This design comes from an exercise in tuning for small area and a short achievable clock period on the open sky130 flow, not from production work. Only simulation tests tie the RTL to the original design; equivalence was not proved. No activity file was given, so power comes from the tool's default toggle rates.

### design/flow/config.mk
export PLATFORM = sky130hd
export DESIGN_NAME = execute
export DESIGN_NICKNAME = execute
export VERILOG_FILES = /design/flow/design.v
export SDC_FILE = /design/flow/constraint.sdc
export NUM_CORES = 4
export LEC_CHECK = 0
export CAP_MARGIN = 20
export CORE_MARGIN = 2
export CORE_UTILIZATION = 40
export GPL_TIMING_DRIVEN = 0
export SETUP_SLACK_MARGIN = 1.2
export SLEW_MARGIN = 20
export TNS_END_PERCENT = 0
### design/flow/constraint.sdc
create_clock -name core_clock -period 3.6 [get_ports {clk}]
set_input_delay 0.7200 -clock core_clock [delete_from_list [all_inputs] [get_ports {clk}]]
set_output_delay 0.7200 -clock core_clock [all_outputs]
set_load 0.01 [all_outputs]
### design/flow/design.v
`timescale 1ns / 1ps
module execute(
    input clk,
    input [1:0] ctlwb_in, ctlm_in,
    input [31:0] npc, rdata1, rdata2, s_extend,
    input [4:0] instr_2016, instr_1511,
    input [1:0] alu_op,
    input [5:0] funct,
    input alusrc, regdst,
    output reg [1:0] ctlwb_out, ctlm_out,
    output reg [31:0] adder_out, alu_result_out, rdata2_out,
    output reg [4:0] muxout_out
);
    wire rtype    = (alu_op == 2'b10);
    wire f_add    = rtype & (funct == 6'b100000);
    wire f_sub    = rtype & (funct == 6'b100010);
    wire op_and   = rtype & (funct == 6'b100100);
    wire op_or    = rtype & (funct == 6'b100101);
    wire op_slt   = rtype & (funct == 6'b101010);
    wire op_arith = (alu_op == 2'b00) | (alu_op == 2'b01) | f_add | f_sub;
    wire sub      = alu_op[0] | (alu_op[1] & funct[1]);
    wire [31:0] ax = rdata1 ^ {32{sub}};
    wire [31:0] b  = alusrc ? s_extend : rdata2;
    wire [31:0] ag = ax & b;
    wire [31:0] at = ax | b;
    wire [31:0] ah = ax ^ b;
    reg [31:0] g, t;
    integer i, j;
    always @(*) begin
        g = ag;
        t = at;
        for (i = 0; i < 5; i = i + 1)
            for (j = (2 << i) - 1; j < 32; j = j + (2 << i)) begin
                g[j] = g[j] | (t[j] & g[j - (1 << i)]);
                t[j] = t[j] & t[j - (1 << i)];
            end
        for (i = 3; i >= 0; i = i - 1)
            for (j = (3 << i) - 1; j < 32; j = j + (2 << i)) begin
                g[j] = g[j] | (t[j] & g[j - (1 << i)]);
                t[j] = t[j] & t[j - (1 << i)];
            end
    end
    wire [31:0] c  = {g[30:0], 1'b0};
    wire        lt = g[31];
    wire [31:0] hs  = ah ^ {32{sub}};
    wire [31:0] lg  = ({32{op_and}} & ag) | ({32{op_or}} & at);
    wire [31:0] r0  = ({32{op_arith}} & hs) | lg;
    wire [31:0] r1  = ({32{op_arith}} & ~hs) | lg;
    wire [31:0] alu_result = (c & r1) | (~c & r0) | {31'b0, op_slt & lt};
    wire [31:0] bg0 = npc & s_extend;
    wire [31:0] bp0 = npc ^ s_extend;
    reg  [31:0] bg, bp;
    integer l, k;
    always @(*) begin
        bg = bg0;
        bp = bp0;
        for (l = 0; l < 5; l = l + 1)
            for (k = (2 << l) - 1; k < 32; k = k + (2 << l)) begin
                bg[k] = bg[k] | (bp[k] & bg[k - (1 << l)]);
                bp[k] = bp[k] & bp[k - (1 << l)];
            end
        for (l = 3; l >= 0; l = l - 1)
            for (k = (3 << l) - 1; k < 32; k = k + (2 << l)) begin
                bg[k] = bg[k] | (bp[k] & bg[k - (1 << l)]);
                bp[k] = bp[k] & bp[k - (1 << l)];
            end
    end
    wire [31:0] branch = bp0 ^ {bg[30:0], 1'b0};
    always @(posedge clk) begin
        ctlwb_out      <= ctlwb_in;
        ctlm_out       <= ctlm_in;
        adder_out      <= branch;
        alu_result_out <= alu_result;
        rdata2_out     <= rdata2;
        muxout_out     <= regdst ? instr_1511 : instr_2016;
    end
endmodule
### design/flow/flow/run.sh
#!/bin/bash
# The standard layout (standard.sh) with: synthesis through flow/synth.tcl
# (ABC mapping script flow/abc.script, no full/half-adder cell extraction),
# and plain buf_1 cells as the port buffers.
set -euo pipefail
cd "$(dirname "$0")/.."
export MY_ABC_SCRIPT=$PWD/flow/abc.script
bash standard.sh SYNTH_SCRIPT=$PWD/flow/synth.tcl ADDER_MAP_FILE= BUFFER_PORTS_ARGS="-buffer_cell sky130_fd_sc_hd__buf_1" MATCH_CELL_FOOTPRINT=0 finish > standard.log 2>&1
### design/flow/flow/abc.script
strash
dch -f
map -D 1600
topo
upsize -c
dnsize -c
### design/flow/flow/synth.tcl
# The standard synthesis (synth_recipe.tcl), with ABC's mapping script
# replaced by flow/abc.script (delay-driven mapping).
proc synth {args} { yosys synth -nofsm -noshare {*}$args }
proc abc {args} {
  set i [lsearch $args -script]
  if {$i >= 0} { lset args [expr {$i+1}] $::env(MY_ABC_SCRIPT) }
  yosys abc {*}$args
}
source $::env(SCRIPTS_DIR)/synth.tcl
# left out here: clear keep_hierarchy, flatten, clean up, hide names made inside functions, write 1_2_yosys.v
### design/flow/standard.sh
#!/bin/bash
# synth_recipe.tcl (not shown) runs the flow's synth.tcl, then flattens the netlist and writes it again
# the make line also repeats each setting of config.mk as NAME=value (left out here)
make -C /OpenROAD-flow-scripts/flow DESIGN_CONFIG=/design/flow/config.mk WORK_HOME=/design/flow/orfs CLKGATE_MAP_FILE= SYNTH_SCRIPT=/design/flow/synth_recipe.tcl "${@:-finish}"
==> results of run 1 <==
-- layer usage --
layer | part of all wire | GRT usage | wire (µm) | vias up
met2 | 0.47 | 0.342 | 8520 | 174
met3 | 0.049 | 0.0295 | 884 | 20
met5 | 0 | 0 | 0 | -
met4 | 0.018 | 0.0679 | 318 | 0
met1 | 0.46 | 0.274 | 8250 | 2881
li1 | - | - | - | 3398
-- report_power, final --
part | internal (W) | leakage [nW] | switching, W
sequential | 0.00134 | 0.883 | 0.0000434
combinational | 0.000531 | 2.45 | 0.000793
clock | 0.000490 | 0.129 | 0.000463
total | 0.00236 | 3.46 | 0.00130
-- timing repair --
action,in CTS,in global routing
buffers inserted,21,11
cloned,1,1
pin swaps,20,24
endpoints found under the setup margin,49,44
gates resized for setup,54,76
-- logic make-up (layout without fill, tap and decap cells) --
group / Yosys count / count (layout) / synth area share
buf+inv: 104 / 419 / 0.0630
simple gates: 326 / 326 / 0.218
flops: 105 / 105 / 0.339
mux: 22 / 22 / 0.0382
xor+xnor: 113 / 113 / 0.161
compound gates: 183 / 183 / 0.181
-- worst max-delay path by stage --
stage | startpoint | to | cells past startpoint
after floorplan | funct[1] | alu_result_out[28] | 14
after global placement | funct[0] | alu_result_out[0] | 6
after detailed placement | s_extend[0] | adder_out[23] | 14
after CTS | s_extend[9] | adder_out[31] | 16
after global routing | alu_op[1] | alu_result_out[30] | 17
final | alu_op[1] | alu_result_out[30] | 17
-- cell type report --
class	instances	area [µm²]
Fill cell	1509	6520
Multi-Input combinational cell	644	4170
Sequential cell	105	2100
Timing Repair Buffer	299	1450
Inverter	104	390
Clock buffer	12	246
Tap cell	188	235
Clock inverter	4	28.8
-- cells in the mapped netlist (all sizes together) --
cell type / instances
a2111oi: 2
a211o: 1
a21boi: 9
a21o: 1
a21oi: 40
a221oi: 1
a22oi: 13
a311oi: 1
a31oi: 7
and2: 9
clkinv: 102
dfxtp: 105
inv: 2
mux2: 13
mux2i: 9
nand2: 160
nand2b: 1
nand3: 13
nand3b: 1
nand4: 5
nor2: 113
nor3: 10
nor4: 2
o2111ai: 1
o211ai: 6
o21a: 6
o21ai: 79
o21bai: 5
o221ai: 7
o22ai: 3
o31ai: 1
or2: 12
xnor2: 30
xor2: 83
-- state kept, by name, summed over array words and instances (netlist names) --
register,flops
ctlwb_out,2
muxout_out,5
rdata2_out,32
ctlm_out,2
alu_result_out,32
adder_out,32
-- per-stage QoR --
step	total power (W)	setup TNS, ps	std cells
after CTS	0.00359	0	1344
after global placement	0.00251	-43030	1298
after detailed placement	0.00254	-2150	1306
after global routing	0.00388	0	1356
after floorplan	0.00216	-6.45	853
final	0.00366	0	1356
==> reports/summary.txt, run 1 <==
Final ANT Viol Nets = 0
Pwr/cell area = 424 nW/µm²
Antenna cells = 0
Io pins = 258
Layout cell share with drive strength beyond 1 = 0.152
1st-pass router iterations = 4
DR DRC count = 0
Clk pin slew, worst setup/hold paths = 70 ps
Place WS = -495 ps
Fin crit share = 0.745
RD Place Congestion = 0.812
Full die area = 16500 µm²
Routed vias/inst = 4.77
Commonest non-fill, non-tap cell in the layout = buf_1
WHS = 458 ps
Max Slew Vio Count = 0
Antenna violations before repair = 0
Endpoint class of the critical path = flop
Slew @ Worst Pin = 625 ps
Largest net degree at the start of global routing = 25
CTS Buf Count = 9
First-pass GRT wire length = 27200 µm
Status = no timing/DRC/antenna violations
Area of placed instances = 7550 µm²
Final WL = 18000 µm
Seq/Total Area, Yosys = 0.339
Beginning of the worst hold path = ctlm_in[1]
GRT Resource Usage Total = 0.205
Worst vdd ir = 0.312 mV
RSZ-0062 raised after global routing = true
Dpl hpwl = 13400 µm
Slowest stage delay, CP = 220 ps
Via count = 6473
Mapped Cells = 853
Port buffer count = 257
Required time worst endpoint = 3850 ps
Mean Syn Cell Area = 7.26 µm²
Period minus WS final = 2680 ps
Syn. warnings = 1
Worst setup margin = 918 ps
Synth cell types = 46
Yosys top cell area share = 0.339
Hold Path End = ctlm_out[1]
Routed WL per cell = 13.3 µm
Max transition margin = 0.581
DIE WIDTH = 128 µm
Die Ht = 128 µm
Crit Path Class = in2reg
Initial drt markers = 280
CP Cell Sequence = buf_8, a21oi_4, buf_8, buf_16, buf_6, xor2_2, nor2_2, o21ai_2, o21ai_2, a21oi_4, a21boi_4, o21bai_1, nand2_2, nand2_2, nand2_2, o21ai_2, o21ai_2
Final #Nets = 1316
Max H-tree Level = 3
Slowest-stage cell, CP = a21oi_4
Core area = 15100 µm²
Initial Util = 0.409
Setup violators final = 0
Synth area leader = dfxtp_1
Max-cap violations = 0
Area contributors post-synth = dfxtp_1 34%, xor2_1 12%, nand2_1 9.6%, nor2_1 6.5%, clkinv_1 6.2%
CP max FO = 8
Vias in the first global route = 5800
Row cnt = 45
CP arrival = 2930 ps
Mapped Nets = 1006
CTS tree = done
Post-synthesis sequential element count = 105
Mapped Area = 6190 µm²
Crit-path leading delay family = compound AO/OA/AOI/OAI gates
Most used cell, CP = o21ai_2
Root cell of the clock tree = clkbuf_16
Clock sink count = 105
Hold Vio Cnt, Final = 0
CP bufs+invs = 4
Leading cell types in the layout, fill and taps excluded = 253 x buf_1, 136 x nand2_1, 105 x dfxtp_1
Fmax = 373 MHz
CP startpoint kind = input port
Clock buffer depth = 2
Final Cell Area = 8630 µm²
HP Class = in2reg
Grt total ovfl = 0
Hold Crit Depth = 1
CTS Hold Bufs = 0
Area grow syn2layout = 39.3%
Util after Layout = 0.570
Leak = 3.46 nW
==> run 2: changes to the inputs <==
==> design/flow/flow/abc.script (replaced) <==
strash
dch -f
map -D 1300
topo
buffer -c
upsize -c
dnsize -c
==> run 2 against run 1 <==
Still clean. Die area rose by 8.4%. Cell count rose by 8.5%. Global-route usage rose by 1.9 points. Final area fell by 1.2%. Worst hold slack got worse by 12 ps. Power fell by 3.0%. Non-clock buffer count fell by 15. Synthesized area rose by 8.6%. Critical path type unchanged.
==> reports/summary.txt, run 2 <==
Status = no timing/DRC/antenna violations
Grt total ovfl = 0 (unchanged)
Root cell of the clock tree = clkbuf_16
Synth Area in Adders = 0 (unchanged)
Slew @ Worst Pin = 730 ps (+105 ps)
Vias in the first global route = 6481 (+12%)
Synth top cells by count = 249 x nand2_1, 114 x inv_1, 105 x dfxtp_1, 105 x nor2_1, 59 x xor2_1
Fillers = 1727 (+14%)
RD Place Congestion = 0.831 (+2.4%)
Initial drt markers = 375 (+34%)
Final WL = 20300 µm (+13%)
Slowest stage delay, CP = 420 ps (+200 ps)
Endpoint class of the critical path = flop
Clock sink count = 105 (unchanged)
HP Class = in2reg
Syn. warnings = 1 (unchanged)
Antenna cells = 0 (unchanged)
Worst setup margin = 1070 ps (+149 ps)
CTS Buf Count = 9 (unchanged)
CP Cell Sequence = buf_6, o21ai_1, nand3_2, nand2_1, nand4_2, a21oi_4, or2_1, nand3_2, a21oi_1, nor2_1, o21ai_0, o221ai_1
Most frequent cell after synthesis = nand2_1
Row cnt = 47 (+4.4%)
Mean Syn Cell Area = 6.92 µm² (-4.7%)
Clock buffer depth = 2 (unchanged)
Biggest regs = adder_out: 32 flops, alu_result_out: 32 flops, rdata2_out: 32 flops
WHS = 446 ps (-12.3 ps)
Register share of total power = 0.385 (+0.008)
Synth cell types = 58 (+26%)
Max-cap violations = 0 (unchanged)
CP startpoint kind = input port
Post-synth EDFFs = 0 (unchanged)
CTS Hold Bufs = 0 (unchanged)
Mapped Area = 6730 µm² (+8.6%)
Clk pwr share = 0.271 (+0.010)
Io pins = 258 (unchanged)
Area grow syn2layout = 26.7%
Ys async rst share = 0 (unchanged)
Hold Vio Cnt, Final = 0 (unchanged)
XOR/XNOR Fraction of Synth Area = 0.108 (-0.0532)
Most used cell, CP = nand3_2
Max Slew Vio Count = 0 (unchanged)
Seq/Total Area, Yosys = 0.312 (-0.0270)
Beginning of the worst hold path = ctlm_in[0]
Routed WL per cell = 13.8 µm (+4.3%)
Place WS = 307 ps (+802 ps)
Start point of the critical path = alusrc
Total Power = 0.00355 W (-3.0%)
Worst vdd ir = 0.287 mV (-8.0%)
Yosys top cell area share = 0.312 (-0.0270)
Antenna violations before repair = 0 (unchanged)
Top FF cell, synth = dfxtp_1
DIE WIDTH = 134 µm (+4.1%)
Final ANT Viol Nets = 0 (unchanged)
Synth Area in Simple Gates = 0.274 (+0.0567)
Area contributors post-synth = dfxtp_1 31%, nand2_1 14%, xor2_1 7.7%, inv_1 6.4%, nor2_1 5.9%
Dpl hpwl = 16300 µm (+21%)
Layout cell share with drive strength beyond 1 = 0.104 (-0.0476)
Leading cell types in the layout, fill and taps excluded = 253 x buf_1, 240 x nand2_1, 114 x inv_1
Clk pin slew, worst setup/hold paths = 90 ps (+20 ps)
Post-synthesis sequential element count = 105 (unchanged)
Largest family of logic cells by synthesized area = simple AND/OR/NAND/NOR gates
Full die area = 17900 µm² (+8.4%)
Max H-tree Level = 3 (unchanged)
Fmax = 395 MHz (+5.9%)
Setup TNS = 0 ps (unchanged)
Core area = 16500 µm² (+9.1%)
Largest net degree at the start of global routing = 19 (-24%)
Mapped Cells = 972 (+14%)
Mapped Nets = 1125 (+12%)
Crit Path Class = in2reg
Pwr/cell area = 416 nW/µm² (-1.9%)
Max transition margin = 0.511 (-0.0700)
Final #Nets = 1399 (+6.3%)
Comb power frac = 0.344 (-0.018)
Period minus WS final = 2530 ps (-149 ps)
Pint = 0.00227 W (-3.9%)
CP max FO = 9 (+1)
Via count = 6994 (+8.0%)
First-pass GRT wire length = 31800 µm (+17%)
Fin crit share = 0.704 (-0.0414)
Die Ht = 134 µm (+4.1%)
GRT Resource Usage Total = 0.225 (+0.0193)
Setup violators final = 0 (unchanged)
DR DRC count = 0 (unchanged)
Synth area leader = dfxtp_1
Switching power = 0.00128 W (-1.4%)
Routed vias/inst = 4.75 (-0.40%)
Compound-Gate Fraction of Synth Area = 0.200 (+0.0198)
CP arrival = 2770 ps (-160 ps)
Commonest non-fill, non-tap cell in the layout = buf_1
1st-pass router iterations = 5 (+1)
Multiplexer share of the synthesized area = 0.0173 (-0.0209)
RSZ-0062 raised after global routing = true
Required time worst endpoint = 3830 ps (-20 ps)
Leak = 3.90 nW (+13%)
Slowest-stage cell, CP = o21ai_1
CTS tree = done
Port buffer count = 256 (-0.39%)
Sw frac = 0.361 (+0.00580)
Initial Util = 0.407 (-0.00171)
==> run 2: power by group through the flow <==
stage	clock [W]	sequential, W	combinational (W)
floorplan	0	0.00148	0.000705
global placement	0	0.00139	0.00116
detailed placement	0	0.00139	0.00116
finish	0.000962	0.00136	0.00122
CTS	0.000982	0.00137	0.00118
global route	0.00103	0.00138	0.00137
==> run 2: layout make-up <==
type,instances,area (µm²),area share
multi-input cells,731,4240,0.497
flip-flops and latches,105,2100,0.246
repair buffers,263,1020,0.119
plain buffers,21,185,0.0217
inverters,115,432,0.0506
well taps,220,275,0.0323
clock buffers,10,229,0.0268
clock inverters,6,48.8,0.00572
==> run 2: cells by family (layout without fill, tap and decap cells) <==
group | Yosys count | in the layout
AOI/OAI and AO/OA | 200 | 200
xor gates and xnor gates | 82 | 82
buffers and inverters | 136 | 415
DFF | 105 | 105
muxes | 11 | 11
and+or+nand+nor | 438 | 438
==> run 2: what timing repair did <==
item,CTS,global route
buffers inserted,2,5
endpoints found under the setup margin,43,46
resized for setup,7,46
gates cloned,0,0
pin swaps,1,9
==> run 2: final timing paths <==
path / end / slack [ps] / cells after the start
worst max-delay path: alu_result_out[14] / 1070 / 12
worst min-delay path: ctlm_out[0] / 450 / 1
==> run 2: metrics by stage <==
step                      cell area, µm²  utilization  cells
after floorplan                     6770            -    972
after detailed placement            8000        0.484   1448
after global routing                8530        0.516   1471
after global placement              8000        0.484   1448
after CTS                           8310        0.503   1466
final                               8530        0.516   1471
==> run 2: critical path: cells and delay by family <==
kind                   cells  cell delay [ps]
and+or+nand+nor            6              820
buffers and inverters      1              120
AOI/OAI and AO/OA          5             1100
==> run 2: routing by layer <==
metal  part of all wire  up-vias  global-route usage  wire length (µm)
li1                   -     3711                   -                 -
met1               0.45     3075               0.287              9220
met5                  0        -                   0                 0
met4              0.011        0              0.0621               229
met2               0.47      192               0.381              9480
met3              0.069       16              0.0506              1400
==> run 3: changes to the inputs <==
--- a/design/flow/config.mk
+++ b/design/flow/config.mk
@@ -11,4 +11,4 @@
 export GPL_TIMING_DRIVEN = 0
 export SETUP_SLACK_MARGIN = 1.2
 export SLEW_MARGIN = 20
-export TNS_END_PERCENT = 0
+export TNS_END_PERCENT = 20
==> run 3 against run 2 <==
Setup slack improved by 4.9 ps. Largest cell class unchanged. Power increased by 6.7%. Cell count increased by 1.8%. Global-route usage increased by 0.84 points. First-iteration DRC count increased by 0.53%.
==> reports/summary.txt, run 3 <==
Io pins = 258 (unchanged)
Clock sink count = 105 (unchanged)
Root cell of the clock tree = clkbuf_16
Final #Nets = 1425 (+1.9%)
Endpoint class of the critical path = flop
CP bufs+invs = 4 (+3)
WP depth = 13 (+1)
Crit-path leading delay family = compound AO/OA/AOI/OAI gates
Max H-tree Level = 3 (unchanged)
Worst vdd ir = 0.300 mV (+4.7%)
Max transition margin = 0.498 (-0.0133)
Crit Path Class = in2reg
Post-synthesis sequential element count = 105 (unchanged)
Slowest-stage cell, CP = a21oi_4
Die Ht = 134 µm (unchanged)
Post-synth EDFFs = 0 (unchanged)
Clk pin slew, worst setup/hold paths = 80 ps (about the same)
CTS Hold Bufs = 0 (unchanged)
Area contributors post-synth = dfxtp_1 31%, nand2_1 14%, xor2_1 7.7%, inv_1 6.4%, nor2_1 5.9%
Mapped Nets = 1125 (unchanged)
CP Cell Sequence = buf_6, a21oi_4, buf_6, nand2_2, nand3_2, a21boi_2, nand4_1, o21bai_4, buf_4, nand2_4, buf_4, xor2_1, o221ai_1
Via count = 7297 (+4.3%)
Area of placed instances = 8020 µm² (+0.17%)
Routed vias/inst = 4.87 (+2.5%)
Port buffer count = 256 (unchanged)
Routed WL per cell = 14.4 µm (+4.2%)
Fillers = 1672 (-3.2%)
Grt total ovfl = 0 (unchanged)
Synth top cells by count = 249 x nand2_1, 114 x inv_1, 105 x dfxtp_1, 105 x nor2_1, 59 x xor2_1
CP max FO = 5 (-4)
DIE WIDTH = 134 µm (unchanged)
CTS tree = done
Hold Crit Depth = 1 (unchanged)
Synth area leader = dfxtp_1
Biggest regs = adder_out: 32 flops, alu_result_out: 32 flops, rdata2_out: 32 flops
DR DRC count = 0 (unchanged)
Dpl hpwl = 16400 µm (+0.54%)
Commonest non-fill, non-tap cell in the layout = buf_1
Syn. warnings = 1 (unchanged)
Antenna violations before repair = 0 (unchanged)
Largest net degree at the start of global routing = 20 (+1)
Hold Vio Cnt, Final = 0 (unchanged)
Ys async rst share = 0 (unchanged)
Pwr/cell area = 410 nW/µm² (-1.4%)
Most frequent cell after synthesis = nand2_1
Setup TNS = 0 ps (unchanged)
Status = no timing/DRC/antenna violations
Row cnt = 47 (unchanged)
Mapped Cells = 972 (unchanged)
Fin crit share = 0.702 (-0.00135)
CP arrival = 2710 ps (-60 ps)
Vias in the first global route = 6577 (+1.5%)
Seq/Total Area, Yosys = 0.312 (unchanged)
Required time worst endpoint = 3780 ps (-50 ps)
Synth cell types = 58 (unchanged)
Slew @ Worst Pin = 750 ps (+19.8 ps)
Antenna cells = 0 (unchanged)
Mapped Area = 6730 µm² (unchanged)
CTS Buf Count = 9 (unchanged)
Area grow syn2layout = 37.1%
Initial Util = 0.407 (unchanged)
Period minus WS final = 2530 ps (-4.86 ps)
Max-cap violations = 0 (unchanged)
Final WL = 21600 µm (+6.0%)
Mean Syn Cell Area = 6.92 µm² (unchanged)
Final ANT Viol Nets = 0 (unchanged)
Core area = 16500 µm² (unchanged)
First-pass GRT wire length = 32700 µm (+2.7%)
HP Class = in2reg
Full die area = 17900 µm² (unchanged)
CP startpoint kind = input port
1st-pass router iterations = 5 (unchanged)
Clock buffer depth = 2 (unchanged)
RD Place Congestion = 0.868 (+4.4%)
Leak = 4.18 nW (+7.0%)
RSZ-0062 raised after global routing = true
Layout cell share with drive strength beyond 1 = 0.179 (+0.0746)
Setup violators final = 0 (unchanged)
Fmax = 396 MHz (+0.19%)
Max Slew Vio Count = 0 (unchanged)
Leading cell types in the layout, fill and taps excluded = 252 x buf_1, 206 x nand2_1, 112 x inv_1
Yosys top cell area share = 0.312 (unchanged)
Final Cell Area = 9230 µm² (+8.2%)
Slowest stage delay, CP = 270 ps (-150 ps)
Initial drt markers = 377 (+0.53%)
Top FF cell, synth = dfxtp_1
GRT Resource Usage Total = 0.233 (+0.00843)
[run 3: what timing repair did]
item / in CTS / in global routing
gates cloned: 4 / 1
setup buffers: 19 / 9
hold endpoints to repair: 0 / 0
setup endpoints to repair: 43 / 43
pin swaps: 29 / 35
resized for setup: 78 / 85
[run 3: cells by family after synthesis]
family / Yosys count / synth area share
AOI/OAI and AO/OA: 200 / 0.200
xor gates and xnor gates: 82 / 0.108
buffers and inverters: 136 / 0.0876
DFF: 105 / 0.312
muxes: 11 / 0.0173
and+or+nand+nor: 438 / 0.274
[run 3: power by group]
| group | leakage (nW) | internal, W | switching (W) |
|---|---|---|---|
| sequential | 0.883 | 0.00133 | 0.0000392 |
| combinational | 3.14 | 0.000536 | 0.000824 |
| clock | 0.153 | 0.000559 | 0.000498 |
[run 3: per-stage QoR]
stage                util  hold WS (ps)  total power (W)  std cells  setup slack (ps)
detailed placement  0.485           814          0.00256       1448               289
finish              0.558           435          0.00378       1497              1070
global route        0.558           423          0.00400       1497               993
CTS                 0.533           433          0.00372       1487              1060
floorplan               -           748          0.00219        972              1130
global placement    0.485           813          0.00255       1448               324
[run 3: final timing paths]
path / from / end / slack [ps]
setup / recovery: alu_op[1] / alu_result_out[16] / 1070
hold / removal: ctlm_in[1] / ctlm_out[1] / 430
[run 3: metal layers]
layer	vias to the layer above	track usage	part of all wire
li1	3767	-	-
met1	3274	0.296	0.44
met2	234	0.395	0.48
met3	22	0.0479	0.071
met4	0	0.0751	0.017
met5	-	0	0
[run 3: layout make-up]
type | count | area, µm² | area share
multi-input combinational | 731 | 4580 | 0.497
clock inverter | 6 | 83.8 | 0.00908
timing repair buffer | 289 | 1320 | 0.143
sequential | 105 | 2100 | 0.228
buffer | 21 | 200 | 0.0217
inverter | 115 | 432 | 0.0468
tap | 220 | 275 | 0.0298
clock buffer | 10 | 229 | 0.0248
==> run 4: changes to the inputs <==
==> design/flow/flow/abc.script (replaced) <==
strash
dch -f
amap
topo
buffer -c
upsize -c
dnsize -c
--- a/design/flow/config.mk
+++ b/design/flow/config.mk
@@ -9,6 +9,4 @@
 export CORE_MARGIN = 2
 export CORE_UTILIZATION = 40
 export GPL_TIMING_DRIVEN = 0
-export SETUP_SLACK_MARGIN = 1.2
 export SLEW_MARGIN = 20
-export TNS_END_PERCENT = 20
==> run 4 against run 3 <==
Count of clock-buffer cells in the layout did not move. Die area down 14%. Synthesized cell count is 18% lower. Worst hold slack better by 15 ps. Final area is 16% lower. First-iteration DRC count fell by 16%. Fmax down 28%. Largest cell class unchanged. Highest routed layer unchanged.
==> reports/summary.txt, run 4 <==
Synth cell types = 50 (-14%)
Antenna cells = 0 (unchanged)
GRT Resource Usage Total = 0.225 (-0.00790)
Row cnt = 43 (-8.5%)
Initial Util = 0.411 (+0.00412)
Seq/Total Area, Yosys = 0.367 (+0.0543)
Mapped Cells = 794 (-18%)
Dpl hpwl = 13700 µm (-16%)
Io pins = 258 (unchanged)
Clock sink count = 105 (unchanged)
Util after Layout = 0.554 (-0.00450)
Port buffer count = 257 (+0.39%)
1st-pass router iterations = 5 (unchanged)
Area of placed instances = 6920 µm² (-14%)
Most frequent cell after synthesis = nor2_1
Area contributors post-synth = dfxtp_1 37%, o21ai_0 9.0%, nor2_1 8.2%, a21oi_1 7.9%, o22ai_1 5.9%
Max-cap violations = 0 (unchanged)
Fin crit share = 0.976 (+0.273)
Final WL = 18100 µm (-16%)
GR peak layer = met2
Status = no timing/DRC/antenna violations
Mean Syn Cell Area = 7.22 µm² (+4.3%)
Antenna violations before repair = 0 (unchanged)
Met1 Use GR = 0.294 (-0.00211)
Leading cell types in the layout, fill and taps excluded = 254 x buf_1, 118 x nor2_1, 105 x dfxtp_1
Clock buffer depth = 2 (unchanged)
Top FF cell, synth = dfxtp_1
Core area = 13900 µm² (-16%)
Final Cell Area = 7720 µm² (-16%)
HP Class = in2reg
CP arrival = 3730 ps (+1020 ps)
Post-synth EDFFs = 0 (unchanged)
Routed WL per cell = 14.2 µm (-1.1%)
Yosys top cell area share = 0.367 (+0.0543)
Endpoint class of the critical path = flop
Grt total ovfl = 0 (unchanged)
Final #Nets = 1239 (-13%)
CP startpoint kind = input port
Area grow syn2layout = 34.7%
Met3 usage = 0.0554 (+0.00746)
Fmax = 285 MHz (-28%)
CTS tree = done
Die Ht = 124 µm (-7.5%)
Full die area = 15300 µm² (-14%)
CTS Hold Bufs = 0 (unchanged)
Max H-tree Level = 3 (unchanged)
Largest net degree at the start of global routing = 19 (-5.0%)
Max transition margin = 0.333 (-0.165)
CTS Buf Count = 9 (unchanged)
DIE WIDTH = 124 µm (-7.5%)
Setup violators final = 0 (unchanged)
First-pass GRT wire length = 27000 µm (-17%)
Crit Path Class = in2reg
Synth top cells by count = 125 x nor2_1, 105 x dfxtp_1, 103 x o21ai_0
DR DRC count = 0 (unchanged)
Initial drt markers = 315 (-16%)
Place WS = -603 ps (-892 ps)
Ys async rst share = 0 (unchanged)
Slew @ Worst Pin = 1000 ps (+251 ps)
Root cell of the clock tree = clkbuf_16
Routed vias/inst = 5.16 (+5.8%)
Leak = 2.99 nW (-28%)
RSZ-0062 raised after global routing = true
Biggest regs = adder_out: 32 flops, alu_result_out: 32 flops, rdata2_out: 32 flops
Hold Vio Cnt, Final = 0 (unchanged)
Post-synthesis sequential element count = 105 (unchanged)
Period minus WS final = 3510 ps (+984 ps)
Layout cell share with drive strength beyond 1 = 0.126 (-0.0521)
Commonest non-fill, non-tap cell in the layout = buf_1
Total Power = 0.00338 W (-11%)
GR Util met2 = 0.359 (-0.0362)
Required time worst endpoint = 3820 ps (+40 ps)
Final ANT Viol Nets = 0 (unchanged)
Synth area leader = dfxtp_1
Via count = 6554 (-10%)
RD Place Congestion = 0.842 (-2.9%)
Worst vdd ir = 0.270 mV (-10%)
Syn. warnings = 1 (unchanged)
Clk pin slew, worst setup/hold paths = 80 ps (about the same)
Mapped Nets = 947 (-16%)
Max Slew Vio Count = 0 (unchanged)
Worst setup margin = 88.1 ps (-984 ps)
CP max FO = 5 (unchanged)
Vias in the first global route = 5754 (-13%)
Pwr/cell area = 438 nW/µm² (+7.0%)
Mapped Area = 5730 µm² (-15%)
run 4: changes by cell type after synthesis, moves of 8 or more:
cell      change
a21oi_1      +55
o22ai_1      +48
xor2_1       -55
o21ai_1      -13
nor2b_1      +15
nor2_1       +20
o21ai_0      +61
buf_6         -8
inv_1        -54
nand2_1     -177
xnor2_1      -21
nand3_1      -26
o221ai_1     +17
run 4: routing by layer:
layer / vias to the layer above / part of all wire
li1: 3435 / -
met1: 2828 / 0.44
met2: 267 / 0.45
met3: 24 / 0.085
met4: 0 / 0.021
met5: - / 0
run 4: worst paths after layout:
| kind | slack [ps] | depth (start not counted) | start | end |
|---|---|---|---|---|
| max | 90 | 22 | alu_op[1] | alu_result_out[30] |
| min | 450 | 1 | ctlwb_in[1] | ctlwb_out[1] |
run 4: cell type report:
class,instances,area [µm²]
Clock inverter,6,51.3
Multi-Input combinational cell,595,3500
Fill cell,1354,6220
Buffer,26,141
Clock buffer,10,239
Timing Repair Buffer,281,1200
Tap cell,180,225
Sequential cell,105,2100
Inverter,68,258
run 4: kinds of logic (layout without fill, tap and decap cells):
logic type                count (synthesis)  count (layout)  share of synthesized area
AOI/OAI and AO/OA                       328             328                      0.351
and+or+nand+nor                         262             262                      0.210
DFF                                     105             105                      0.367
buffers and inverters                    94             391                     0.0646
xor gates and xnor gates                  5               5                    0.00764
run 4: where the power goes:
part / total (W) / switching (W) / internal, W / leakage (nW)
logic: 0.00106 / 0.000647 / 0.000411 / 1.98
clock network: 0.000990 / 0.000492 / 0.000498 / 0.133
registers: 0.00134 / 0.0000390 / 0.00130 / 0.883
total: 0.00338 / 0.00118 / 0.00221 / 2.99
run 4: per-stage QoR:
| stage | cells | hold slack (ps) | setup TNS, ps |
|---|---|---|---|
| 2_1_floorplan | 794 | 748 | 0 |
| 3_5_place_dp | 1231 | 817 | -6310 |
| 3_3_place_gp | 1231 | 811 | -5710 |
| 6_report | 1271 | 450 | 0 |
| 5_1_grt | 1271 | 447 | -177 |
| 4_1_cts | 1261 | 441 | -48.0 |
run 4: critical path: stages:
cell	delay, ps
clkbuf_2	110
a21oi_4	240
inv_4	80
buf_8	150
o21ai_4	140
nor2_2	60
inv_1	90
o21ai_2	80
a31oi_4	160
inv_2	70
a31oi_4	220
inv_2	80
a31oi_4	290
nor4_4	70
nor4_4	260
nor4_4	70
nor4_4	200
nor3_2	70
nor3_2	220
inv_1	90
o21ai_1	130
o221ai_1	120
run 4: what timing repair did:
item,CTS,global route
setup endpoints to repair,8,15
setup buffers,13,10
gates cloned,1,0
gates resized for setup,21,61
hold endpoints to repair,0,0
pin swaps,4,11
==> run 5: changes to the inputs <==
==> design/flow/flow/abc.script (replaced) <==
strash
&get -n
&st
&dch -f
&nf -p
&put
topo
buffer -c
upsize -c
dnsize -c
--- a/design/flow/config.mk
+++ b/design/flow/config.mk
@@ -9,4 +9,6 @@
 export CORE_MARGIN = 2
 export CORE_UTILIZATION = 40
 export GPL_TIMING_DRIVEN = 0
+export SETUP_SLACK_MARGIN = 1.2
 export SLEW_MARGIN = 20
+export TNS_END_PERCENT = 0
==> run 5 against run 4 <==
Worst hold slack lost 1.6 ps. Critical path depth shrank 7. Non-clock buffer count shrank 12. Via count shrank 13%. Still clean on timing, DRC and antenna. Power grew 13%. Sequential power grew 4%. Die area grew 3.9%. Sequential cell count is the same. Combinational power grew 25%. Clock power grew 13%.
==> reports/summary.txt, run 5 <==
Syn. warnings = 1 (unchanged)
Mean Syn Cell Area = 8.73 µm² (+21%)
Yosys top cell area share = 0.352 (-0.0143)
Synth Area in Simple Gates = 0.164 (-0.0462)
Crit Path Class = in2reg
Antenna violations before repair = 0 (unchanged)
CTS Hold Bufs = 0 (unchanged)
RSZ-0062 raised after global routing = true
Worst vdd ir = 0.262 mV (-3.1%)
Routed WL per cell = 14.4 µm (+1.4%)
CTS tree = done
RD Place Congestion = 0.811 (-3.7%)
Post-synthesis sequential element count = 105 (unchanged)
Synth area leader = dfxtp_1
Endpoint class of the critical path = flop
CP bufs+invs = 4 (-3)
Max H-tree Level = 3 (unchanged)
Full die area = 15900 µm² (+3.9%)
Ys async rst share = 0 (unchanged)
Routed vias/inst = 4.92 (-4.6%)
Slowest stage delay, CP = 400 ps (+110 ps)
Final ANT Viol Nets = 0 (unchanged)
Area grow syn2layout = 35.0%
Final WL = 16800 µm (-7.4%)
CP Cell Sequence = buf_8, a21oi_4, buf_12, buf_12, buf_12, xnor2_1, nor2_2, nor4_4, a2111oi_4, o21ai_4, a21oi_2, o31ai_4, maj3_2, xnor2_1, o21ai_1
Synth cell types = 58 (+16%)
HP Class = in2reg
Clk pwr share = 0.292 (about the same)
Area contributors post-synth = dfxtp_1 35%, xnor2_1 18%, mux2_2 5.3%, nand2_1 4.5%, o21ai_0 4.2%
Port buffer count = 256 (-0.39%)
Pint = 0.00258 W (+17%)
Register share of total power = 0.363 (-0.032)
Mapped Area = 5960 µm² (+4.1%)
Die Ht = 126 µm (+1.9%)
Antenna cells = 0 (unchanged)
Io pins = 258 (unchanged)
Max-cap violations = 0 (unchanged)
Largest family of logic cells by synthesized area = XOR/XNOR gates
Period minus WS final = 3110 ps (-402 ps)
Slowest-stage cell, CP = a2111oi_4
Required time worst endpoint = 3830 ps (about the same)
Grt total ovfl = 0 (unchanged)
Compound-Gate Fraction of Synth Area = 0.188 (-0.163)
Sw frac = 0.327 (-0.0208)
GRT Resource Usage Total = 0.202 (-0.0236)
Crit-path leading delay family = compound AO/OA/AOI/OAI gates
Pwr/cell area = 476 nW/µm² (+8.6%)
Most used cell, CP = buf_12
DR DRC count = 0 (unchanged)
Fmax = 322 MHz (+13%)
Dpl hpwl = 12600 µm (-8.3%)
Vias in the first global route = 5420 (-5.8%)
Slew @ Worst Pin = 967 ps (-33.9 ps)
First-pass GRT wire length = 25900 µm (-3.9%)
Hold Vio Cnt, Final = 0 (unchanged)
Status = no timing/DRC/antenna violations
CTS Buf Count = 9 (unchanged)
Via count = 5708 (-13%)
Top FF cell, synth = dfxtp_1
Initial Util = 0.410 (-0.000949)
CP startpoint kind = input port
WHS = 448 ps (-1.56 ps)
Setup violators final = 0 (unchanged)
Multiplexer share of the synthesized area = 0.0613 (+0.0613)
Biggest regs = adder_out: 32 flops, alu_result_out: 32 flops, rdata2_out: 32 flops
DIE WIDTH = 126 µm (+1.9%)
Seq/Total Area, Yosys = 0.352 (-0.0143)
Clock sink count = 105 (unchanged)
Leading cell types in the layout, fill and taps excluded = 254 x buf_1, 115 x xnor2_1, 105 x dfxtp_1
Max transition margin = 0.351 (+0.0183)
Synth Area in Adders = 0.00860 (+0.00860)
Setup TNS = 0 ps (unchanged)
Max Slew Vio Count = 0 (unchanged)
Mapped Cells = 683 (-14%)
Largest net degree at the start of global routing = 18 (-1)
Synth top cells by count = 120 x xnor2_1, 105 x dfxtp_1, 71 x nand2_1
Post-synth EDFFs = 0 (unchanged)
Final #Nets = 1124 (-9.3%)
Core area = 14500 µm² (+4.3%)
XOR/XNOR Fraction of Synth Area = 0.205 (+0.198)
Switching power = 0.00126 W (+6.5%)
Mapped Nets = 836 (-12%)
Row cnt = 44 (+2.3%)
Clock buffer depth = 2 (unchanged)
Root cell of the clock tree = clkbuf_16
Layout cell share with drive strength beyond 1 = 0.129 (+0.00261)
Leak = 2.85 nW (-4.9%)
Most frequent cell after synthesis = xnor2_1
Comb power frac = 0.346 (+0.033)
Clk pin slew, worst setup/hold paths = 70 ps (about the same)
Commonest non-fill, non-tap cell in the layout = buf_1
Fin crit share = 0.864 (-0.112)
Initial drt markers = 260 (-17%)
1st-pass router iterations = 5 (unchanged)
CP max FO = 10 (+5)
CP arrival = 3340 ps (-390 ps)
## run 5: cell types whose count changed in the layout (fill, tap and decap cells not counted), sizes merged, moves of 8 or more
cell and delta:
inv -62, o22ai -49, xor2 +14, xnor2 +120
a21oi -46, or2 -10, mux2 +28, nor2 -60
clkbuf -11, o221ai -12, nor2b +13, nand2b +8
o21ai -55
## run 5: what timing repair did
item | in CTS | in global routing
setup endpoints to repair | 49 | 49
pin swaps | 19 | 13
resized for setup | 38 | 22
gates cloned | 1 | 0
buffers inserted | 11 | 8
## run 5: cell type report
cell class / count / area (µm²)
flip-flops and latches: 105 / 2100
well taps: 184 / 230
plain buffers: 18 / 138
repair buffers: 277 / 1180
inverters: 6 / 22.5
clock buffers: 11 / 253
clock inverters: 5 / 86.3
multi-input cells: 554 / 4040
fillers: 1386 / 6480
## run 5: kinds of logic after synthesis
kind of cell,count (synthesis)
simple gates,208
compound gates,169
xor+xnor,139
flops,105
mux,33
buf+inv,24
fa+ha+maj,5
## run 5: stage by stage
stage | total power (W) | utilization | instance area, µm² | cells | setup WS, ps
floorplan | 0.00225 | - | 6030 | 683 | 461
global placement | 0.00260 | 0.497 | 7220 | 1123 | -439
detailed placement | 0.00261 | 0.498 | 7240 | 1124 | -461
CTS | 0.00382 | 0.540 | 7850 | 1152 | 459
global route | 0.00406 | 0.554 | 8050 | 1160 | 351
finish | 0.00383 | 0.554 | 8050 | 1160 | 490
## run 5: final timing paths
check | from | to | slack [ps] | depth (start not counted)
setup / recovery | funct[1] | alu_result_out[23] | 490 | 15
hold / removal | ctlm_in[1] | ctlm_out[1] | 450 | 1
## run 5: power groups by stage
stage	Combinational (W)	Clock, W	Sequential (W)
6_report	0.00133	0.00112	0.00139
3_5_place_dp	0.00119	0	0.00142
3_3_place_gp	0.00119	0	0.00142
5_1_grt	0.00146	0.00119	0.00141
4_1_cts	0.00127	0.00115	0.00139
2_1_floorplan	0.000737	0	0.00152
## run 5: metal layers
layer	GRT usage	vias up	wire length [µm]
met5	0	-	0
met4	0.0588	0	167
met3	0.0493	14	1110
met2	0.345	179	8080
met1	0.252	2565	7400
li1	-	2950	-
==> run 6: changes to the inputs <==
==> design/flow/flow/abc.script (replaced) <==
strash
dch -f
map -D 1600
topo
buffer -c
upsize -c
dnsize -c
--- a/design/flow/config.mk
+++ b/design/flow/config.mk
@@ -8,6 +8,7 @@
 export CAP_MARGIN = 20
 export CORE_MARGIN = 2
 export CORE_UTILIZATION = 40
+export CTS_BUF_LIST = sky130_fd_sc_hd__clkbuf_8
 export GPL_TIMING_DRIVEN = 0
 export SETUP_SLACK_MARGIN = 1.2
 export SLEW_MARGIN = 20
==> run 6 against run 5 <==
Still clean. Fmax is 19% higher. Synthesized cell count is 27% higher. Non-clock buffer count is 2 lower. Die area is 6.9% higher. Sequential power hardly changed. Via count is 14% higher. Final area is 3.8% higher. Critical path depth is 1 higher. Combinational power is 3% lower. Critical path type unchanged. Critical endpoint is now alu_result_out[17]. Largest cell class unchanged.
==> reports/summary.txt, run 6 <==
Status = no timing/DRC/antenna violations
Storage element area = 2100 µm² (unchanged)
DR DRC count = 0 (unchanged)
Initial drt markers = 267 (+2.7%)
Synth area leader = dfxtp_1
Met3 usage = 0.0431 (-0.00623)
Seq/Total Area, Yosys = 0.329 (-0.0233)
CP max FO = 6 (-4)
Hold Crit Depth = 1 (unchanged)
Mean Syn Cell Area = 7.34 µm² (-16%)
GRT Resource Usage Total = 0.219 (+0.0174)
Die Ht = 130 µm (+3.4%)
Clock sink count = 105 (unchanged)
Routed WL per cell = 13.7 µm (-5.4%)
Max Slew Vio Count = 0 (unchanged)
CTS tree = done
Synth top cells by count = 157 x nand2_1, 108 x nor2_1, 105 x dfxtp_1
Yosys top cell area share = 0.329 (-0.0233)
Synth cell types = 59 (+1.7%)
Ys async rst share = 0 (unchanged)
Slew @ Worst Pin = 733 ps (-234 ps)
Fin crit share = 0.727 (-0.137)
Final #Nets = 1310 (+17%)
Port buffer count = 256 (unchanged)
Endpoint class of the critical path = flop
Max H-tree Level = 3 (unchanged)
Crit Path Class = in2reg
Commonest non-fill, non-tap cell in the layout = buf_1
GR Util met2 = 0.393 (+0.0483)
Leak = 3.70 nW (+30%)
Post-synth EDFFs = 0 (unchanged)
CTS Buf Count = 9 (unchanged)
Period minus WS final = 2620 ps (-492 ps)
RSZ-0062 raised after global routing = true
Mapped Nets = 1023 (+22%)
Final WL = 18800 µm (+12%)
Core area = 15800 µm² (+8.5%)
Via count = 6511 (+14%)
CP arrival = 2860 ps (-480 ps)
Worst vdd ir = 0.227 mV (-13%)
Pwr/cell area = 407 nW/µm² (-15%)
First-pass GRT wire length = 29000 µm (+12%)
DIE WIDTH = 130 µm (+3.4%)
Beginning of the worst hold path = ctlm_in[1]
Hold Path End = ctlm_out[1]
RD Place Congestion = 0.845 (+4.2%)
Most frequent cell after synthesis = nand2_1
Max-cap violations = 0 (unchanged)
Post-synthesis sequential element count = 105 (unchanged)
Layout cell share with drive strength beyond 1 = 0.132 (+0.00257)
Setup violators final = 0 (unchanged)
Fillers = 1625 (+17%)
Largest net degree at the start of global routing = 19 (+1)
Dpl hpwl = 14500 µm (+15%)
Mapped Cells = 870 (+27%)
Top FF cell, synth = dfxtp_1
Full die area = 17000 µm² (+6.9%)
Initial Util = 0.405 (-0.00535)
Vias in the first global route = 6023 (+11%)
Fmax = 382 MHz (+19%)
Clock buffer depth = 2 (unchanged)
Area grow syn2layout = 30.9%
Root cell of the clock tree = clkbuf_8
Multi-input logic area = 4090 µm² (+1.3%)
Io pins = 258 (unchanged)
HP Class = in2reg
CP startpoint kind = input port
Met1 Use GR = 0.264 (+0.0124)
Biggest regs = adder_out: 32 flops, alu_result_out: 32 flops, rdata2_out: 32 flops
1st-pass router iterations = 6 (+1)
Place WS = 349 ps (+810 ps)
Setup TNS = 0 ps (unchanged)
Row cnt = 46 (+4.5%)
Required time worst endpoint = 3850 ps (+20 ps)
Leading cell types in the layout, fill and taps excluded = 254 x buf_1, 148 x nand2_1, 105 x dfxtp_1
Routed vias/inst = 4.72 (-4.0%)
Mapped Area = 6390 µm² (+7.1%)
Worst setup margin = 982 ps (+492 ps)
Final ANT Viol Nets = 0 (unchanged)
Clk pin slew, worst setup/hold paths = 120 ps (+50 ps)
Max transition margin = 0.511 (+0.160)
GR peak layer = met2
Area contributors post-synth = dfxtp_1 33%, xor2_1 11%, nand2_1 9.2%, nor2_1 6.3%, inv_1 5.9%
Antenna violations before repair = 0 (unchanged)
Hold Vio Cnt, Final = 0 (unchanged)
Grt total ovfl = 0 (unchanged)
Syn. warnings = 1 (unchanged)
[run 6: changes by cell type in the layout (fill, tap and decap cells not counted), moves of 11 or more]
cell / change
o21ai_1: +15
nor2b_1: -28
nand2_1: +77
o221ai_1: -14
a21oi_1: -13
xnor2_1: -87
inv_1: +96
nand2_2: +11
xor2_1: +55
mux2_2: -13
a22oi_1: +11
nor2_1: +40
[run 6: where the power goes]
group / internal (W) / switching, W / total, W
clock network: 0.000279 / 0.000449 / 0.000728
registers: 0.00134 / 0.0000463 / 0.00138
logic: 0.000510 / 0.000780 / 0.00129
[run 6: stage by stage]
| stage | total power, W | utilization | hold slack [ps] | cells | instance area (µm²) |
|---|---|---|---|---|---|
| after floorplan | 0.00220 | - | 748 | 870 | 6390 |
| after global placement | 0.00255 | 0.483 | 811 | 1342 | 7620 |
| after detailed placement | 0.00256 | 0.483 | 816 | 1342 | 7620 |
| after CTS | 0.00338 | 0.517 | 397 | 1373 | 8150 |
| after global routing | 0.00364 | 0.530 | 393 | 1378 | 8360 |
| final | 0.00340 | 0.530 | 415 | 1379 | 8360 |
[run 6: routing by layer]
metal / up-vias / part of all wire
met5: - / 0
met4: 0 / 0.014
met3: 17 / 0.068
met2: 218 / 0.48
met1: 2879 / 0.43
li1: 3397 / -
[run 6: timing repair]
action | CTS | global route
gates cloned | 1 | 0
gates resized for setup | 44 | 47
pin swaps | 18 | 21
setup buffers | 14 | 5
endpoints found under the setup margin | 40 | 42
hold buffers | 0 | 0
[run 6: kinds of logic (layout without fill, tap and decap cells)]
family / count (synthesis) / in the layout / synth area share
AO/OA/AOI/OAI: 183 / 183 / 0.182
XOR/XNOR: 113 / 113 / 0.158
buffers and inverters: 121 / 413 / 0.0797
flip-flops: 105 / 105 / 0.329
multiplexers: 22 / 22 / 0.0370
other: 0 / 1 / 0
AND/OR/NAND/NOR: 326 / 326 / 0.214
[run 6: worst max-delay path by stage]
stage                startpoint            endpoint  slack (ps)  cells after the start
floorplan              funct[1]  alu_result_out[20]        1020                     13
global placement    s_extend[0]       adder_out[31]         370                     16
detailed placement  s_extend[0]       adder_out[31]         350                     16
CTS                   alu_op[1]  alu_result_out[28]        1050                     17
global route           funct[1]  alu_result_out[28]         860                     16
finish                 funct[1]  alu_result_out[17]         980                     16
[run 6: critical path: stages]
cell      delay, ps
buf_8           100
a21oi_4         150
buf_12          150
buf_12          140
xor2_2           70
or2_1           270
o21ai_2         170
nand3_1         110
nand3_2         130
nor2_4           60
o21a_1          230
buf_4           150
o21ai_2         120
a21oi_1          80
o21ai_1         110
o221ai_1        120
[run 6: final cells by class]
cell class	instances	area share
Multi-Input combinational cell	644	0.490
Sequential cell	105	0.251
Timing Repair Buffer	276	0.141
Inverter	104	0.0467
Tap cell	216	0.0323
Buffer	17	0.0168
Clock buffer	10	0.0165
Clock inverter	6	0.00569
Antenna cell	1	0.000299
==> run 7: changes to the inputs <==
--- a/design/flow/config.mk
+++ b/design/flow/config.mk
@@ -9,6 +9,7 @@
 export CORE_MARGIN = 2
 export CORE_UTILIZATION = 40
 export CTS_BUF_LIST = sky130_fd_sc_hd__clkbuf_8
+export CTS_CLUSTER_SIZE = 12
 export GPL_TIMING_DRIVEN = 0
 export SETUP_SLACK_MARGIN = 1.2
 export SLEW_MARGIN = 20
==> run 7 against run 6 <==
Synthesized cell count unchanged. Setup slack unchanged. First-iteration DRC count unchanged. Critical endpoint unchanged. Fmax unchanged. Worst hold slack unchanged. Via count unchanged. Count of clock-buffer cells in the layout unchanged. Cell count unchanged. Die area unchanged.
==> reports/summary.txt, run 7 <==
Status = no timing/DRC/antenna violations
Clk pin slew, worst setup/hold paths = 120 ps (about the same)
Routed vias/inst = 4.72 (unchanged)
Crit-path leading delay family = compound AO/OA/AOI/OAI gates
Vias in the first global route = 6023 (unchanged)
RD Place Congestion = 0.845 (unchanged)
Die Ht = 130 µm (unchanged)
Slowest-stage cell, CP = or2_1
Initial Util = 0.405 (unchanged)
Root cell of the clock tree = clkbuf_8
Top FF cell, synth = dfxtp_1
Mapped Area = 6390 µm² (unchanged)
Initial drt markers = 267 (unchanged)
GRT Resource Usage Total = 0.219 (unchanged)
Most frequent cell after synthesis = nand2_1
Area contributors post-synth = dfxtp_1 33%, xor2_1 11%, nand2_1 9.2%, nor2_1 6.3%, inv_1 5.9%
CP max FO = 6 (unchanged)
Layout cell share with drive strength beyond 1 = 0.132 (unchanged)
Antenna violations before repair = 0 (unchanged)
First-pass GRT wire length = 29000 µm (unchanged)
Grt total ovfl = 0 (unchanged)
CP startpoint kind = input port
WP depth = 16 (unchanged)
Largest net degree at the start of global routing = 19 (unchanged)
Final ANT Viol Nets = 0 (unchanged)
Pwr/cell area = 407 nW/µm² (unchanged)
Slew @ Worst Pin = 733 ps (unchanged)
Fillers = 1625 (unchanged)
Max transition margin = 0.511 (unchanged)
Endpoint class of the critical path = flop
RSZ-0062 raised after global routing = true
DIE WIDTH = 130 µm (unchanged)
Mapped Cells = 870 (unchanged)
Post-synthesis sequential element count = 105 (unchanged)
Period minus WS final = 2620 ps (unchanged)
Post-synth EDFFs = 0 (unchanged)
Leak = 3.70 nW (unchanged)
CP bufs+invs = 4 (unchanged)
Start point of the critical path = funct[1]
Synth cell types = 59 (unchanged)
XOR/XNOR Fraction of Synth Area = 0.158 (unchanged)
Max Slew Vio Count = 0 (unchanged)
Largest family of logic cells by synthesized area = simple AND/OR/NAND/NOR gates
Area grow syn2layout = 30.9% (unchanged)
Fmax = 382 MHz (unchanged)
Worst vdd ir = 0.227 mV (unchanged)
Beginning of the worst hold path = ctlm_in[1]
Commonest non-fill, non-tap cell in the layout = buf_1
Multiplexer share of the synthesized area = 0.0370 (unchanged)
Required time worst endpoint = 3850 ps (about the same)
Mean Syn Cell Area = 7.34 µm² (unchanged)
Row cnt = 46 (unchanged)
Port buffer count = 256 (unchanged)
Synth area leader = dfxtp_1
Synth top cells by count = 157 x nand2_1, 108 x nor2_1, 105 x dfxtp_1
CTS Hold Bufs = 0 (unchanged)
Compound-Gate Fraction of Synth Area = 0.182 (unchanged)
Via count = 6511 (unchanged)
Seq/Total Area, Yosys = 0.329 (unchanged)
Hold Vio Cnt, Final = 0 (unchanged)
CTS Buf Count = 9 (unchanged)
1st-pass router iterations = 6 (unchanged)
Slowest stage delay, CP = 270 ps (about the same)
Io pins = 258 (unchanged)
Crit Path Class = in2reg
Clock buffer depth = 2 (unchanged)
Hold Crit Depth = 1 (unchanged)
CP Cell Sequence = buf_8, a21oi_4, buf_12, buf_12, xor2_2, or2_1, o21ai_2, nand3_1, nand3_2, nor2_4, o21a_1, buf_4, o21ai_2, a21oi_1, o21ai_1, o221ai_1
HP Class = in2reg
Full die area = 17000 µm² (unchanged)
CTS tree = done
Routed WL per cell = 13.7 µm (unchanged)
Final #Nets = 1310 (unchanged)
Max-cap violations = 0 (unchanged)
Max H-tree Level = 3 (unchanged)
Synth Area in Simple Gates = 0.214 (unchanged)
Final WL = 18800 µm (unchanged)
Setup violators final = 0 (unchanged)
Core area = 15800 µm² (unchanged)
WHS = 415 ps (unchanged)
DR DRC count = 0 (unchanged)
Ys async rst share = 0 (unchanged)
Leading cell types in the layout, fill and taps excluded = 254 x buf_1, 148 x nand2_1, 105 x dfxtp_1
Clock sink count = 105 (unchanged)
Dpl hpwl = 14500 µm (unchanged)
Synth Area in Adders = 0 (unchanged)
Setup TNS = 0 ps (unchanged)
Biggest regs = adder_out: 32 flops, alu_result_out: 32 flops, rdata2_out: 32 flops
Syn. warnings = 1 (unchanged)
Hold Path End = ctlm_out[1]
Mapped Nets = 1023 (unchanged)
CP arrival = 2860 ps (about the same)
Fin crit share = 0.727 (unchanged)
Yosys top cell area share = 0.329 (unchanged)
-- run 7: cell counts in the layout (fill, tap and decap cells not counted) --
No cell type changed its count.
-- run 7: power breakdown --
| part | total [W] | switching, W | internal, W |
|---|---|---|---|
| clock | 0.000728 | 0.000449 | 0.000279 |
| combinational | 0.00129 | 0.000780 | 0.000510 |
| sequential | 0.00138 | 0.0000463 | 0.00134 |
| total | 0.00340 | 0.00128 | 0.00212 |
-- run 7: repair_timing --
action,in CTS,in global routing
pin swaps,18,21
resized for setup,44,47
buffers inserted,14,5
setup endpoints to repair,40,42
gates cloned,1,0
-- run 7: how the worst max path moves through the flow --
stage | slack [ps] | endpoint
after floorplan | 1020 | alu_result_out[20]
after global placement | 370 | adder_out[31]
after detailed placement | 350 | adder_out[31]
after CTS | 1050 | alu_result_out[28]
after global routing | 860 | alu_result_out[28]
final | 980 | alu_result_out[17]
-- run 7: layout make-up --
class                      instances  area [µm²]  area share
sequential                       105        2100       0.251
clock inverter                     6        47.5     0.00569
timing repair buffer             276        1170       0.141
tap                              216         270      0.0323
antenna                            1        2.50    0.000299
multi-input combinational        644        4090       0.490
buffer                            17         140      0.0168
clock buffer                      10         138      0.0165
inverter                         104         390      0.0467
-- run 7: cells by family after synthesis --
logic type      after synthesis
compound gates              183
xor+xnor                    113
buf+inv                     121
flops                       105
mux                          22
simple gates                326
-- run 7: per-stage QoR --
stage	util	total power, W	instance area [µm²]	setup WS [ps]	instances
after floorplan	-	0.00220	6390	1020	870
after global placement	0.483	0.00255	7620	368	1342
after detailed placement	0.483	0.00256	7620	349	1342
after CTS	0.517	0.00338	8150	1050	1373
after global routing	0.530	0.00364	8360	861	1378
final	0.530	0.00340	8360	982	1379
-- run 7: per-layer routing --
layer	share of wire	track usage	vias to the layer above
met5	0	0	-
met2	0.48	0.393	218
met3	0.068	0.0431	17
li1	-	-	3397
met1	0.43	0.264	2879
met4	0.014	0.0670	0
==> run 8: changes to the inputs <==
==> design/flow/config.mk (replaced) <==
export PLATFORM = sky130hd
export DESIGN_NAME = execute
export DESIGN_NICKNAME = execute
export VERILOG_FILES = /design/flow/design.v
export SDC_FILE = /design/flow/constraint.sdc
export NUM_CORES = 4
export LEC_CHECK = 0
export CAP_MARGIN = 0
export CORE_MARGIN = 2
export CORE_UTILIZATION = 40
export CTS_BUF_LIST = sky130_fd_sc_hd__clkbuf_8
export GPL_TIMING_DRIVEN = 0
export SETUP_SLACK_MARGIN = 1.2
export SLEW_MARGIN = 0
export TNS_END_PERCENT = 0
==> run 8 against run 7 <==
Highest routed layer unchanged. Count of clock-buffer cells in the layout did not move. Sequential cell count did not move. Critical path type unchanged. Setup slack did not move. Largest power group unchanged. Critical path depth did not move. Via count did not move.
==> reports/summary.txt, run 8 <==
Synth area leader = dfxtp_1
Area grow syn2layout = 30.9% (unchanged)
Antenna violations before repair = 0 (unchanged)
Area of placed instances = 7620 µm² (unchanged)
Routed WL per cell = 13.7 µm (unchanged)
CTS Buf Count = 9 (unchanged)
Max H-tree Level = 3 (unchanged)
Root cell of the clock tree = clkbuf_8
Initial Util = 0.405 (unchanged)
Port buffer count = 256 (unchanged)
Ys async rst share = 0 (unchanged)
Crit Path Class = in2reg
CP arrival = 2860 ps (about the same)
Largest net degree at the start of global routing = 19 (unchanged)
Endpoint class of the critical path = flop
Final ANT Viol Nets = 0 (unchanged)
Place WS = 349 ps (unchanged)
CP startpoint kind = input port
Dpl cells = 1342 (unchanged)
Worst vdd ir = 0.227 mV (unchanged)
Mapped Nets = 1023 (unchanged)
Leading cell types in the layout, fill and taps excluded = 254 x buf_1, 148 x nand2_1, 105 x dfxtp_1
Seq/Total Area, Yosys = 0.329 (unchanged)
Post-synth EDFFs = 0 (unchanged)
Area contributors post-synth = dfxtp_1 33%, xor2_1 11%, nand2_1 9.2%, nor2_1 6.3%, inv_1 5.9%
Clock buffer depth = 2 (unchanged)
Status = no timing/DRC/antenna violations
Max-cap violations = 0 (unchanged)
CTS tree = done
RSZ-0062 raised after global routing = true
XOR/XNOR Fraction of Synth Area = 0.158 (unchanged)
Total Power = 0.00340 W (unchanged)
GRT Resource Usage Total = 0.219 (unchanged)
Biggest regs = adder_out: 32 flops, alu_result_out: 32 flops, rdata2_out: 32 flops
Pwr/cell area = 407 nW/µm² (unchanged)
Layout cell share with drive strength beyond 1 = 0.132 (unchanged)
Setup violators final = 0 (unchanged)
Largest family of logic cells by synthesized area = simple AND/OR/NAND/NOR gates
Grt total ovfl = 0 (unchanged)
Io pins = 258 (unchanged)
Yosys top cell area share = 0.329 (unchanged)
Compound-Gate Fraction of Synth Area = 0.182 (unchanged)
Routed vias/inst = 4.72 (unchanged)
Full die area = 17000 µm² (unchanged)
Initial drt markers = 267 (unchanged)
Die Ht = 130 µm (unchanged)
Fin crit share = 0.727 (unchanged)
Fillers = 1625 (unchanged)
Final #Nets = 1310 (unchanged)
Final WL = 18800 µm (unchanged)
Max transition margin = 0.511 (unchanged)
Top FF cell, synth = dfxtp_1
Final Cell Area = 8360 µm² (unchanged)
Row cnt = 46 (unchanged)
Worst setup margin = 982 ps (unchanged)
Period minus WS final = 2620 ps (unchanged)
Post-route insts no fill = 1379 (unchanged)
Leak = 3.70 nW (unchanged)
Synth top cells by count = 157 x nand2_1, 108 x nor2_1, 105 x dfxtp_1
Via count = 6511 (unchanged)
Max Slew Vio Count = 0 (unchanged)
Mapped Cells = 870 (unchanged)
Syn. warnings = 1 (unchanged)
1st-pass router iterations = 6 (unchanged)
Multiplexer share of the synthesized area = 0.0370 (unchanged)
Core area = 15800 µm² (unchanged)
First-pass GRT wire length = 29000 µm (unchanged)
Dpl hpwl = 14500 µm (unchanged)
RD Place Congestion = 0.845 (unchanged)
CP max FO = 6 (unchanged)
Slew @ Worst Pin = 733 ps (unchanged)
Setup TNS = 0 ps (unchanged)
HP Class = in2reg
DR DRC count = 0 (unchanged)
Mean Syn Cell Area = 7.34 µm² (unchanged)
Hold Vio Cnt, Final = 0 (unchanged)
Most frequent cell after synthesis = nand2_1
DIE WIDTH = 130 µm (unchanged)
Synth cell types = 59 (unchanged)
Mapped Area = 6390 µm² (unchanged)
Synth Area in Simple Gates = 0.214 (unchanged)
Fmax = 382 MHz (unchanged)
Required time worst endpoint = 3850 ps (about the same)
Vias in the first global route = 6023 (unchanged)
Commonest non-fill, non-tap cell in the layout = buf_1
Clock sink count = 105 (unchanged)
Clk pin slew, worst setup/hold paths = 120 ps (about the same)
Post-synthesis sequential element count = 105 (unchanged)
Synth Area in Adders = 0 (unchanged)
[run 8: final timing paths]
| path | startpoint | to | depth (start not counted) |
|---|---|---|---|
| max | funct[1] | alu_result_out[17] | 16 |
| min | ctlm_in[1] | ctlm_out[1] | 1 |
[run 8: report_power, final]
part	switching [W]	internal (W)	total, W
Clock	0.000449	0.000279	0.000728
Combinational	0.000780	0.000510	0.00129
Sequential	0.0000463	0.00134	0.00138
[run 8: repair_timing]
item,CTS,global route
setup endpoints to repair,40,42
gates resized for setup,44,47
gates cloned,1,0
pin swaps,18,21
setup buffers,14,5
hold buffers,0,0
[run 8: area by class of cell]
| cell class | instances | area (µm²) | share of cell area |
|---|---|---|---|
| Antenna cell | 1 | 2.50 | 0.000299 |
| Buffer | 17 | 140 | 0.0168 |
| Clock buffer | 10 | 138 | 0.0165 |
| Clock inverter | 6 | 47.5 | 0.00569 |
| Inverter | 104 | 390 | 0.0467 |
| Multi-Input combinational cell | 644 | 4090 | 0.490 |
| Sequential cell | 105 | 2100 | 0.251 |
| Tap cell | 216 | 270 | 0.0323 |
| Timing Repair Buffer | 276 | 1170 | 0.141 |
[run 8: per-stage QoR]
stage               hold slack [ps]   util
floorplan                       748      -
global placement                811  0.483
detailed placement              816  0.483
CTS                             397  0.517
global route                    393  0.530
finish                          415  0.530
[run 8: cell families after synthesis]
family / Yosys count
AO/OA/AOI/OAI: 183
XOR/XNOR: 113
buffers and inverters: 121
flip-flops: 105
multiplexers: 22
AND/OR/NAND/NOR: 326
[run 8: critical path: stages]
cell and delay [ps]:
buf_8 100, a21oi_4 150, buf_12 150, buf_12 140, xor2_2 70, or2_1 270
o21ai_2 170, nand3_1 110, nand3_2 130, nor2_4 60, o21a_1 230, buf_4 150
o21ai_2 120, a21oi_1 80, o21ai_1 110, o221ai_1 120
[run 8: layer usage]
layer / global-route usage / vias to the layer above / share of wire
met4: 0.0670 / 0 / 0.014
met1: 0.264 / 2879 / 0.43
li1: - / 3397 / -
met5: 0 / - / 0
met3: 0.0431 / 17 / 0.068
met2: 0.393 / 218 / 0.48

## port drivers added, routing unchanged
The results above use ideal ports. As a check the final layouts listed here were re-extracted and re-timed, cells and wires unchanged.
Step 1 (the two cells are an assumption about what drives the block):
set clk [get_ports {clk}]
set_driving_cell -lib_cell sky130_fd_sc_hd__clkbuf_16 $clk
set_driving_cell -lib_cell sky130_fd_sc_hd__buf_2 [delete_from_list [all_inputs] $clk]
Step 2 also shifts input and output timing later by t, the mid clock arrival at the registers, as if the neighbouring blocks saw the same clock.
Three values: no drivers, after step 1, after step 2; two values: the first two.
run | shift t [ns] | setup slack, ns | worst setup path after step 2 | latest minus earliest clock arrival (ns) | slew at the worst register clock pin (ns)
run 1 | 0.395 | 0.918 / 0.917 / 0.523 | input to register | 0.007 / 0.007 | 0.07 / 0.07
run 2 | 0.404 | 1.067 / 1.080 / 0.675 | input to register | 0.018 / 0.019 | 0.09 / 0.09
run 3 | 0.402 | 1.072 / 1.070 / 0.668 | input to register | 0.015 / 0.015 | 0.08 / 0.08
run 4 | 0.398 | 0.088 / 0.102 / -0.296 | input to register | 0.005 / 0.005 | 0.08 / 0.08
run 5 | 0.401 | 0.490 / 0.496 / 0.095 | input to register | 0.008 / 0.008 | 0.07 / 0.07
run 6 | 0.422 | 0.982 / 0.975 / 0.552 | input to register | 0.018 / 0.019 | 0.12 / 0.12
run 7 | 0.422 | 0.982 / 0.975 / 0.552 | input to register | 0.018 / 0.019 | 0.12 / 0.12
run 8 | 0.422 | 0.982 / 0.975 / 0.552 | input to register | 0.018 / 0.019 | 0.12 / 0.12
With both steps, setup timing fails in run 4, where it was met with ideal ports.
